What follows belongs to an exercise in optimizing a design on an open flow for small area and a short achievable clock period; a production flow would make more cautious choices. The RTL was checked by simulation tests, not by an equivalence proof against the original design.

==> trial 57: inputs <==
## vgg
module vgg #(
    parameter data_bit = 9,
    parameter pixel_bit = 36,
    parameter ker_bias_bit = 16,
    parameter matrix_num = 9,
    parameter parallelism = 8,
    parameter img_w = 32,
    parameter img_h = 32
) (
    input clk,reset,
    input start,
    input [data_bit-1:0] data_in,
    input signed [ker_bias_bit*matrix_num*parallelism-1:0] kernel,
    input signed [ker_bias_bit*parallelism-1:0] bias,
    input signed [pixel_bit*parallelism-1:0] pixel_read,
    output [3:0]  state,
    output [3:0]  next_state,
    output        mode,
    output        input_en,
    output [15:0] input_addr,
    output [5:0]  input_offset,
    output        read_en,
    output [15:0] read_addr,
    output        write_en,
    output [15:0] write_addr,
    output [7:0]  kernel_addr,
    output [5:0]  bias_addr,
    output        write_l1_picture_en,
    output [7:0]  write_picture_counter,
    output [15:0] write_picture_total_counter,
    output        finish,
    output signed [pixel_bit*parallelism-1:0] pixel_write
);
export LEC_CHECK = 0
export CAP_MARGIN = 20
export CORE_MARGIN = 2
export CORE_UTILIZATION = 50
export CTS_BUF_LIST = sky130_fd_sc_hd__clkbuf_8
export CTS_CLUSTER_SIZE = 20
export SLEW_MARGIN = 20
export SYNTH_HIERARCHICAL = 1
create_clock -name core_clock -period 25.0 [get_ports {clk}]
standard.sh (not shown) runs the stock make flow with config.mk's settings and CLKGATE_MAP_FILE= SYNTH_SCRIPT=/design/flow/synth_recipe.tcl, a recipe that flattens the netlist after the stock synthesis.
==> flow/flow/run.sh <==
#!/bin/bash
# Layout flow: the standard.sh (standard synthesis unchanged, then the
# ORFS flow) with these changes in how the layout is optimised:
#  - before global placement every cell is put at its smallest drive
#    strength (flow/downsize.tcl); repair_design / repair_timing size up
#    what slew, capacitance and timing need;
#  - every port still gets a buffer, but a plain buf_1 instead of a
#    clkdlybuf4s50_1 delay cell (sized up by the repair steps as needed);
#  - repair_timing aims for SETUP_SLACK_MARGIN ns of extra setup slack, so
#    the achieved period is optimised, not only the 25 ns target.
# The clock, I/O delays and loads are the design's (constraint.sdc as given).
set -euo pipefail
MARGIN=${MARGIN:-14}
HERE=$(pwd)
bash standard.sh SETUP_SLACK_MARGIN=$MARGIN PRE_GLOBAL_PLACE_TCL=$HERE/flow/downsize.tcl \
  "BUFFER_PORTS_ARGS=-buffer_cell sky130_fd_sc_hd__buf_1" finish > flow_make.log 2>&1
==> flow/flow/downsize.tcl <==
# Put every standard cell at the smallest drive strength of its function
# (same cell name up to the _N drive suffix); the resizer's repair_design and
# repair_timing later size up what the timing and slew need.
set db [ord::get_db]
set block [[$db getChip] getBlock]
set n 0
set area_before 0.0
set area_after 0.0
array set best {}
foreach inst [$block getInsts] {
  set m [$inst getMaster]
  set name [$m getName]
  if {![regexp {^(sky130_fd_sc_hd__[a-z0-9]+)_([0-9]+)$} $name -> base drv]} { continue }
  if {[string match "*dfxtp*" $base] || [string match "*dfrtp*" $base] || [string match "*conb*" $base] || [string match "*tap*" $base] || [string match "*fill*" $base] || [string match "*decap*" $base]} { continue }
  if {![info exists best($base)]} {
    set bm ""
    set ba 1e9
    foreach d {0 1 2 4} {
      set cand [$db findMaster ${base}_$d]
      if {$cand == "NULL" || $cand == ""} { continue }
      set a [expr {[$cand getWidth] * [$cand getHeight]}]
      if {$a < $ba} { set ba $a; set bm $cand }
    }
    set best($base) $bm
  }
  set bm $best($base)
  if {$bm != "" && [$bm getName] != $name} {
    $inst swapMaster $bm
    incr n
  }
}
puts "downsize: swapped $n instances to their smallest drive"
==> build 93 (differences from trial 57) <==
--- a/flow/flow/run.sh
+++ b/flow/flow/run.sh
@@ -12,3 +12,3 @@
 set -euo pipefail
-MARGIN=${MARGIN:-14}
+MARGIN=${MARGIN:-14.7}
 HERE=$(pwd)
Settings changed: CORE_UTILIZATION 50 to 40, CTS_BUF_LIST sky130_fd_sc_hd__clkbuf_8 to not set, CTS_CLUSTER_SIZE 20 to not set.
==> comparison <==
Of build 93 and trial 57, build 93 has the higher non-clock buffer count (gap 90).
Against build 93, the hold slack of trial 57 is higher by 0.0021 ns.
Against build 93, the cell count of trial 57 is smaller by about 5.4%.
Build 93 passed the timing, DRC and antenna checks. Trial 57 ran to the end with violations: slew limit.
In trial 57 the core utilization is higher than in build 93, by 9.8 points.
Synthesized area is the same in build 93 and trial 57.
==> figures <==
metric                                                             build 93                  trial 57
Result of the run                          no timing/DRC/antenna violations  finished with violations
Violated checks                                                           -                slew limit
Met2 wirelength from detailed routing                            613,000 um                603,000 um
Starting utilization of the core area                                 40.1%                     50.2%
Setup Crit Path Kind                           primary input to output port  flip-flop to output port
Clock period minus worst slack                                     10.41 ns                  10.94 ns
Setup slack of the critical path after layout                      14.59 ns                  14.06 ns
Area of the multi-input gates                                  241,000 um^2              241,000 um^2
Wire length after detailed routing                             1,510,000 um              1,490,000 um
# H-tree levels                                                           4                         5
Nature of the critical path startpoint                        primary input                 flip-flop
Nets                                                                  34.1k                     34.1k

==> trial 32: inputs <==
Another version of the RTL of vgg (not shown whole).
Settings: LEC_CHECK=0, CAP_MARGIN=20, CORE_MARGIN=2, CORE_UTILIZATION=30, PLACE_DENSITY=0.45, SLEW_MARGIN=20, SYNTH_HIERARCHICAL=1; clock period 25.0 ns.
==> flow/flow/run.sh <==
#!/bin/bash
# Layout flow: the standard.sh (standard synthesis unchanged, then the
# ORFS flow) with these changes in how the layout is optimised:
#  - before global placement every cell is put at its smallest drive
#    strength (flow/downsize.tcl); repair_design / repair_timing size up
#    what slew, capacitance and timing need;
#  - every port still gets a buffer, but a plain buf_1 instead of a
#    clkdlybuf4s50_1 delay cell (sized up by the repair steps as needed);
#  - repair_timing aims for SETUP_SLACK_MARGIN ns of extra setup slack, so
#    the achieved period is optimised, not only the 25 ns target.
# The clock, I/O delays and loads are the design's (constraint.sdc as given).
set -euo pipefail
MARGIN=${MARGIN:-14.7}
HERE=$(pwd)
bash standard.sh SETUP_SLACK_MARGIN=$MARGIN PRE_GLOBAL_PLACE_TCL=$HERE/flow/downsize.tcl \
  "BUFFER_PORTS_ARGS=-buffer_cell sky130_fd_sc_hd__buf_1" finish > flow_make.log 2>&1
Scripts as last shown in full above: flow/flow/downsize.tcl
==> inputs of build 22, as changes to trial 32 <==
- CELL_PAD_IN_SITES_DETAIL_PLACEMENT: not set -> 1
- CORE_UTILIZATION: 30 -> 40
==> summary of the runs <==
Trial 32 passed the timing, DRC and antenna checks. Build 22 produced a clean layout. Against build 22, the core utilization of trial 32 is lower by 10 points. Of build 22 and trial 32, build 22 has the higher critical path depth (gap 8). Against build 22, the sequential share of layout area of trial 32 is lower by 0.15 points.

==> port drivers added, routing unchanged <==
In the flow no input, the clock included, has a driving cell. The finished layouts below were timed again as built, in two steps. Step 1 (the two cells are an assumption about what drives the block):
set clk [get_ports {clk}]
set_driving_cell -lib_cell sky130_fd_sc_hd__clkbuf_16 $clk
set_driving_cell -lib_cell sky130_fd_sc_hd__buf_2 [delete_from_list [all_inputs] $clk]
Step 2 times the ports against the registers' clock, not the clock port: input delays grow and output delays shrink by t, the midpoint of the rising clock arrivals with the driver on. a / b / c = ideal / step 1 / step 2; a / b = the first two.
run	t, ns	setup WS [ns]	latest minus earliest clock arrival (ns)
trial 57	1.349	14.056 / 13.907 / 13.919	0.175 / 0.175
build 93	1.113	14.589 / 14.569 / 13.848	0.097 / 0.097
trial 32	1.111	14.623 / 14.564 / 13.473	0.150 / 0.149
build 22	1.131	14.646 / 14.487 / 13.563	0.086 / 0.086
For trial 32, which loses most, drivers alone change the setup slack by -0.059 ns; drivers and shift together by -1.150 ns.
